Context: an optimization exercise on an open-source flow, tuned for small area and few clock cycles per item. The choices shown serve that exercise and are no tape-out recipe. In this exercise RTL edits were held to simulation tests only and were not proved equivalent to the original. The flow treats the clock pin as an ideal source, which a real chip does not have. Power and IR drop assume default switching activity.

## JK
## phase1_top
module phase1_top(
    input clk,
    input rst,
    output [15:0] imem_addr,
    input  [15:0] imem_rdata,
    output [15:0] dmem_addr,
    output [15:0] dmem_wdata,
    output        dmem_we,
    input  [15:0] dmem_rdata
);
Size: ~280 flip-flops, ~83 I/O pins, about 16000 um2 of cells after synthesis.
export LEC_CHECK = 0
export CAP_MARGIN = 20
export CORE_MARGIN = 2
export CORE_UTILIZATION = 60
export CTS_BUF_LIST = sky130_fd_sc_hd__clkbuf_4
export SETUP_SLACK_MARGIN = 0.2
export SLEW_MARGIN = 20
export SYNTH_HIERARCHICAL = 1
create_clock -name core_clock -period 8.0 [get_ports {clk}]
standard.sh (not shown) runs the stock make flow with config.mk's settings and CLKGATE_MAP_FILE= SYNTH_SCRIPT=/design/flow/synth_recipe.tcl, a recipe that flattens the netlist after the stock synthesis.
==> flow/flow/run.sh <==
#!/bin/bash
# Layout flow: the standard flow (standard.sh: unchanged synthesis and
# steps) with three changes: the port buffers are sky130_fd_sc_hd__buf_2
# instead of the cell buffer_ports picks by default, clock tree synthesis
# inserts no dummy loads and puts at most 8 flip-flops on a leaf buffer, and after clock tree synthesis cells on paths
# with slack to spare are downsized (recover.tcl). ORFS writes each tool's
# output to orfs/logs; make's own output goes to flow.log here.
set -euo pipefail
here=$(cd "$(dirname "$0")" && pwd)
export BUFFER_PORTS_ARGS="-buffer_cell sky130_fd_sc_hd__buf_2"
export CTS_ARGS="-sink_clustering_enable -repair_clock_nets -buf_list sky130_fd_sc_hd__clkbuf_4 -sink_clustering_size 8 -sink_clustering_max_diameter 50 -dont_use_dummy_load"
export POST_CTS_TCL="$here/recover.tcl"
bash standard.sh finish > flow.log 2>&1
==> flow/flow/recover.tcl <==
# After clock tree synthesis and its timing repair: downsize cells on paths
# with slack to spare, then legalize the placement again.
repair_timing -recover_power 100 -setup_margin 0.2 -verbose
detailed_placement
check_placement -verbose
Testbench counts of JK, summed over its fixed seeds: cycles 10,331, instructions 10,191.
For MS, these inputs were changed with respect to JK:
--- a/flow/design.v
+++ b/flow/design.v
@@ -329,15 +329,12 @@
 module c_aoi222(input a1, a2, b1, b2, c1, c2, output y);
   assign y = ~((a1 & a2) | (b1 & b2) | (c1 & c2));
 endmodule
 module c_aoi21(input a1, a2, b, output y);
   assign y = ~((a1 & a2) | b);
 endmodule
-module c_nor2(input a, b, output y);
-  assign y = ~(a | b);
-endmodule
 module c_nand2(input a, b, output y);
   assign y = ~(a & b);
 endmodule
 module c_nand3(input a, b, c, output y);
   assign y = ~(a & b & c);
 endmodule
@@ -501,29 +498,24 @@
     for (g = 1; g < 16; g = g + 1) begin : c
       assign col[g] = all[16*(g-1) + b];
     end
     rf_bit u(.s(s), .r(col), .y(q[b]));
   end endgenerate
 endmodule
-module rf_ndec #(parameter K = 1) (input [3:0] a, output y);
-  assign y = ~(a == K);
-endmodule
 module rf_read_x(
   input         en,
   input  [3:0]  addr,
   input         xs,
   input  [15:0] x,
   input  [15:0] r1, r2, r3, r4, r5, r6, r7, r8, r9, r10, r11, r12, r13, r14, r15,
   output [15:0] q
 );
   wire [15:1] s;
   genvar g, b;
   generate for (g = 1; g < 16; g = g + 1) begin : dec
-    wire nd;
-    rf_ndec #(.K(g)) d(.a(addr), .y(nd));
-    c_nor2 o(.a(nd), .b(~en), .y(s[g]));
+    assign s[g] = en & (addr == g);
   end endgenerate
   wire [16*15-1:0] all = {r15, r14, r13, r12, r11, r10, r9, r8, r7, r6, r5, r4, r3, r2, r1};
   generate for (b = 0; b < 16; b = b + 1) begin : bits
     wire [15:1] col;
     for (g = 1; g < 16; g = g + 1) begin : c
       assign col[g] = all[16*(g-1) + b];
@@ -540,12 +532,13 @@
     output [15:0] dmem_wdata,
     output        dmem_we,
     input  [15:0] dmem_rdata
 );
 reg  [15:0] pc;     
 reg         xm;     
+reg         boot;   
 reg         pend;   
 reg         lwb;    
 reg  [3:0]  pr;
 reg  [15:0] lb;
 reg         fz, fv, fn;
 reg  [15:0] R [1:15];
@@ -567,13 +560,13 @@
 wire is_as  = ~op[3] & ~op[2] & ~op[1];    
 wire sub    = op == 4'b0001;
 wire [3:0]  addr_b = (op[3] | op[2]) ? ra : rc;
 wire use_a = is_alu | is_lw | is_sw;
 wire use_b = (~op[3] & ~op[2]) | is_sw | is_lhb | ((is_jr | is_ex) & ~xm);
 wire hazard = pend & ((use_a & (rb == pr)) | (use_b & (addr_b == pr)) | (is_ex & ~xm));
-wire hold   = hazard;
+wire hold   = boot | hazard;
 wire exe    = ~hold;                       
 wire ctl    = exe & ~xm;                   
 wire        iwen  = exe & (is_alu | is_lhb | is_llb | (is_jal & ~xm));
 wire [3:0]  iwa   = (is_jal & ~xm) ? 4'd15 : ra;
 wire        pwr   = pend & ~iwen;          
 wire        wen   = iwen | pwr;
@@ -639,16 +632,16 @@
     4'd7: cond = 1'b1;
     default: cond = 1'b0;
   endcase
 end
 wire taken  = ctl & ((is_br & cond) | is_jal);
 wire to_reg = ctl & (is_jr | is_ex);
-wire n_hold = ~rst & hold;
-wire n_reg  = ~rst & to_reg;
-wire n_tk   = ~rst & taken;
-wire n_inc  = ~rst & exe & ~to_reg & ~taken;
+wire n_hold = hold;
+wire n_reg  = to_reg;
+wire n_tk   = taken;
+wire n_inc  = exe & ~to_reg & ~taken;
 wire [15:0] npc;
 generate for (gi = 0; gi < 16; gi = gi + 1) begin : np
   dp_ao4 u(.s1(n_hold), .d1(pc[gi]), .s2(n_reg), .d2(rdb[gi]), .s3(n_inc), .d3(pc_inc[gi]),
            .s4(n_tk), .d4(sum[gi]), .y(npc[gi]));      
 end endgenerate
 assign imem_addr = npc;
@@ -662,19 +655,21 @@
 end
 wire lw_go = exe & is_lw & (ra != 4'd0);
 always @(posedge clk) begin
   if (rst) begin
     pc   <= 16'h0000;
     xm   <= 1'b0;
+    boot <= 1'b1;
     pend <= 1'b0;
     fz   <= 1'b0;
     fv   <= 1'b0;
     fn   <= 1'b0;
   end else begin
     if (!(ctl & is_ex)) pc <= npc;
     if (exe) xm <= ~xm & is_ex;
+    boot <= 1'b0;
     pend <= lw_go | (pend & iwen & (iwa != pr));
     if (exe & is_alu) begin
       fz <= z_new;
       fv <= v_new;
       fn <= n_new;
     end
Results
Across MS and JK, none had a timing, DRC or antenna violation. For MS, the top layer used by detailed routing was met5, unlike JK, where it was met4. | part of the total power dissipated in combinational logic | MS vs JK | 2.7 points higher |. Between JK and MS, part of the cycle the worst path needs increased. [MS vs JK] least setup slack across all paths after layout: lower in MS. Die area for MS: 0.60% down relative to JK. Summary of MS over JK: worst hold slack increased 0.048 ns, cell area increased 2.2%, final cell count increased 26.
Testbench counts of MS, summed over its fixed seeds: cycles 10,347, instructions 10,191.

## port drivers added, routing unchanged
The results above use ideal ports. As a check the final layouts listed here were re-extracted and re-timed, cells and wires unchanged.
Step 1, drivers: a clkbuf_16 drives clk and a buf_2 each remaining input, both assumed.
Step 2 also shifts input and output timing later by t, the mid clock arrival at the registers, as if the neighbouring blocks saw the same clock.
Three values: ideal ports, drivers, drivers and shift; two values: the first two.
run	t, ns	slack for setup (ns)	worst setup path after step 2	latest minus earliest clock arrival (ns)
JK	0.737	0.299 / 0.264 / 0.157	input to register	0.101 / 0.102
MS	0.735	0.155 / 0.130 / 0.044	input to register	0.064 / 0.064
After both steps every run listed still meets setup and hold. For JK, which loses most, drivers alone change the setup slack by -0.035 ns; drivers and shift together by -0.142 ns.
